Context: an optimization exercise on an open-source flow, tuned for small area, a short achievable clock period and few clock cycles per item. The choices shown serve that exercise and are no tape-out recipe. Function was checked by simulation only, so behaviour that the tests miss may differ from the original. The flow treats the clock pin as an ideal source, which a real chip does not have. Power is estimated from default activity; no workload was simulated.

Design lpc_encoder, start of the top module:
module lpc_encoder
(
	input wire ACLK,
	input wire ARESET_N,
	input wire[15:0] TDATA,
	input wire TVALID,
	input wire TLAST,
	input wire TUSER,
	output wire TREADY,
	output wire OUT_VALID,
	output wire OUT_LAST,
	output wire OUT_USER,
	output wire [79:0] OUT_DATA,
	input wire OUT_READY
);
Settings: LEC_CHECK=0, CAP_MARGIN=20, CORE_MARGIN=2, CORE_UTILIZATION=65, SETUP_SLACK_MARGIN=2.9, SLEW_MARGIN=20; clock period 5.0 ns.
standard.sh (not shown) runs the stock make flow with config.mk's settings and CLKGATE_MAP_FILE= SYNTH_SCRIPT=/design/flow/synth_recipe.tcl, a recipe that flattens the netlist after the stock synthesis.
==> flow/flow/run.sh <==
#!/bin/bash
set -euo pipefail
export BUFFER_PORTS_ARGS="-buffer_cell sky130_fd_sc_hd__buf_1"
export CTS_ARGS="-sink_clustering_enable -repair_clock_nets -dont_use_dummy_load -sink_clustering_size 30 -sink_clustering_max_diameter 120"
bash standard.sh > standard_flow.log 2>&1
The baseline ran to the end with no violations.
Testbench counts at the start, summed over its fixed seeds: cycles 12,808, items 3,200.
Next try:
==> flow/flow/run.sh (replaced) <==
#!/bin/bash
set -euo pipefail
export BUFFER_PORTS_ARGS="-buffer_cell sky130_fd_sc_hd__buf_1"
export CTS_ARGS="-sink_clustering_enable -repair_clock_nets -dont_use_dummy_load -buf_list sky130_fd_sc_hd__clkbuf_4"
export POST_CTS_TCL="$PWD/flow/post_cts.tcl"
bash standard.sh > standard_flow.log 2>&1
==> flow/flow/post_cts.tcl (new file) <==
# Upsize the leaf clock buffers that drive many clock pins, so that the clock
# slew at every flip-flop stays low with the small clock buffers.
set block [ord::get_db_block]
foreach inst [$block getInsts] {
  if {[[$inst getMaster] getName] ne "sky130_fd_sc_hd__clkbuf_4"} { continue }
  set sinks 0
  foreach it [$inst getITerms] {
    if {[$it isOutputSignal] && [$it getNet] ne "NULL"} {
      set sinks [expr {[llength [[$it getNet] getITerms]] - 1}]
    }
  }
  if {$sinks >= 12} {
    puts "post_cts: [$inst getName] drives $sinks pins, upsized"
    replace_cell [$inst getName] sky130_fd_sc_hd__clkbuf_8
  }
}
detailed_placement
check_placement -verbose
--- a/flow/config.mk
+++ b/flow/config.mk
@@ -8,5 +8,5 @@
 export CAP_MARGIN = 20
 export CORE_MARGIN = 2
-export CORE_UTILIZATION = 65
-export SETUP_SLACK_MARGIN = 2.9
+export CORE_UTILIZATION = 70
+export SETUP_SLACK_MARGIN = 2.8
 export SLEW_MARGIN = 20
After rerunning: Global-route usage came out higher by 2.7 points. Total power shrinks by 4.5%. Via count grows by 3.6%. Synthesized area is unchanged. Clock skew went up by 0.0052 ns. Design area decreases by 1.2%. Die area falls by 6.8%. Cell count decreases by 0.32%. Non-clock buffer count climbs by 1.
Next try:
==> flow/flow/run.sh (replaced) <==
#!/bin/bash
set -euo pipefail
export BUFFER_PORTS_ARGS="-buffer_cell sky130_fd_sc_hd__buf_1"
export CTS_ARGS="-sink_clustering_enable -repair_clock_nets -dont_use_dummy_load -sink_clustering_size 30 -sink_clustering_max_diameter 120"
bash standard.sh > standard_flow.log 2>&1
--- a/flow/config.mk
+++ b/flow/config.mk
@@ -8,5 +8,5 @@
 export CAP_MARGIN = 20
 export CORE_MARGIN = 2
-export CORE_UTILIZATION = 70
-export SETUP_SLACK_MARGIN = 2.8
+export CORE_UTILIZATION = 65
+export SETUP_SLACK_MARGIN = 3.15
 export SLEW_MARGIN = 20
removed: flow/flow/post_cts.tcl
This time the run aborted during global routing (5_1_grt) on DPL-0033. Area after synthesis is unchanged. Synthesized cell count is unchanged.
Next try:
==> flow/flow/run.sh (replaced) <==
#!/bin/bash
set -euo pipefail
export BUFFER_PORTS_ARGS="-buffer_cell sky130_fd_sc_hd__buf_1"
export CTS_ARGS="-sink_clustering_enable -repair_clock_nets -dont_use_dummy_load -buf_list sky130_fd_sc_hd__clkbuf_4"
export POST_CTS_TCL="$PWD/flow/post_cts.tcl"
bash standard.sh > standard_flow.log 2>&1
==> flow/flow/post_cts.tcl (new file) <==
# Upsize the leaf clock buffers that drive many clock pins, so that the clock
# slew at every flip-flop stays low with the small clock buffers.
set block [ord::get_db_block]
foreach inst [$block getInsts] {
  if {[[$inst getMaster] getName] ne "sky130_fd_sc_hd__clkbuf_4"} { continue }
  set sinks 0
  foreach it [$inst getITerms] {
    if {[$it isOutputSignal] && [$it getNet] ne "NULL"} {
      set sinks [expr {[llength [[$it getNet] getITerms]] - 1}]
    }
  }
  if {$sinks >= 12} {
    puts "post_cts: [$inst getName] drives $sinks pins, upsized"
    replace_cell [$inst getName] sky130_fd_sc_hd__clkbuf_8
  }
}
detailed_placement
check_placement -verbose
--- a/flow/config.mk
+++ b/flow/config.mk
@@ -9,4 +9,4 @@
 export CORE_MARGIN = 2
 export CORE_UTILIZATION = 65
-export SETUP_SLACK_MARGIN = 3.15
+export SETUP_SLACK_MARGIN = 2.8
 export SLEW_MARGIN = 20
What happened: Now the flow went through all stages and came out clean; area after synthesis is unchanged; synthesized cell count is unchanged.

-- port drivers added, routing unchanged --
The flow's constraints put no driver on any port. The routed layouts listed below were extracted and timed again, unchanged, in two steps. Step 1 assumes that a clkbuf_16 drives the clock port and a buf_2 every other input. Step 2 moves the port delays by t, midway between the first and last clock arrival at a register: inputs arrive t later, outputs are due t later. That takes back most of the time a late clock gives input paths. Slacks: ideal / step 1 / step 2; pairs: ideal / step 1.
| run | shift t [ns] | slack for setup (ns) | worst setup path after step 2 | clock arrival spread, ns |
|---|---|---|---|---|
| the first run | 0.361 | 2.797 / 2.758 / 2.622 | input to register | 0.015 / 0.015 |
| the second run | 0.420 | 2.793 / 2.753 / 2.556 | input to register | 0.033 / 0.033 |
| the fourth run | 0.419 | 2.797 / 2.755 / 2.534 | input to register | 0.031 / 0.031 |
After both steps every run listed still meets setup and hold. The setup slack of the fourth run, which loses most, moves by -0.042 ns with the drivers and by -0.263 ns with both steps.
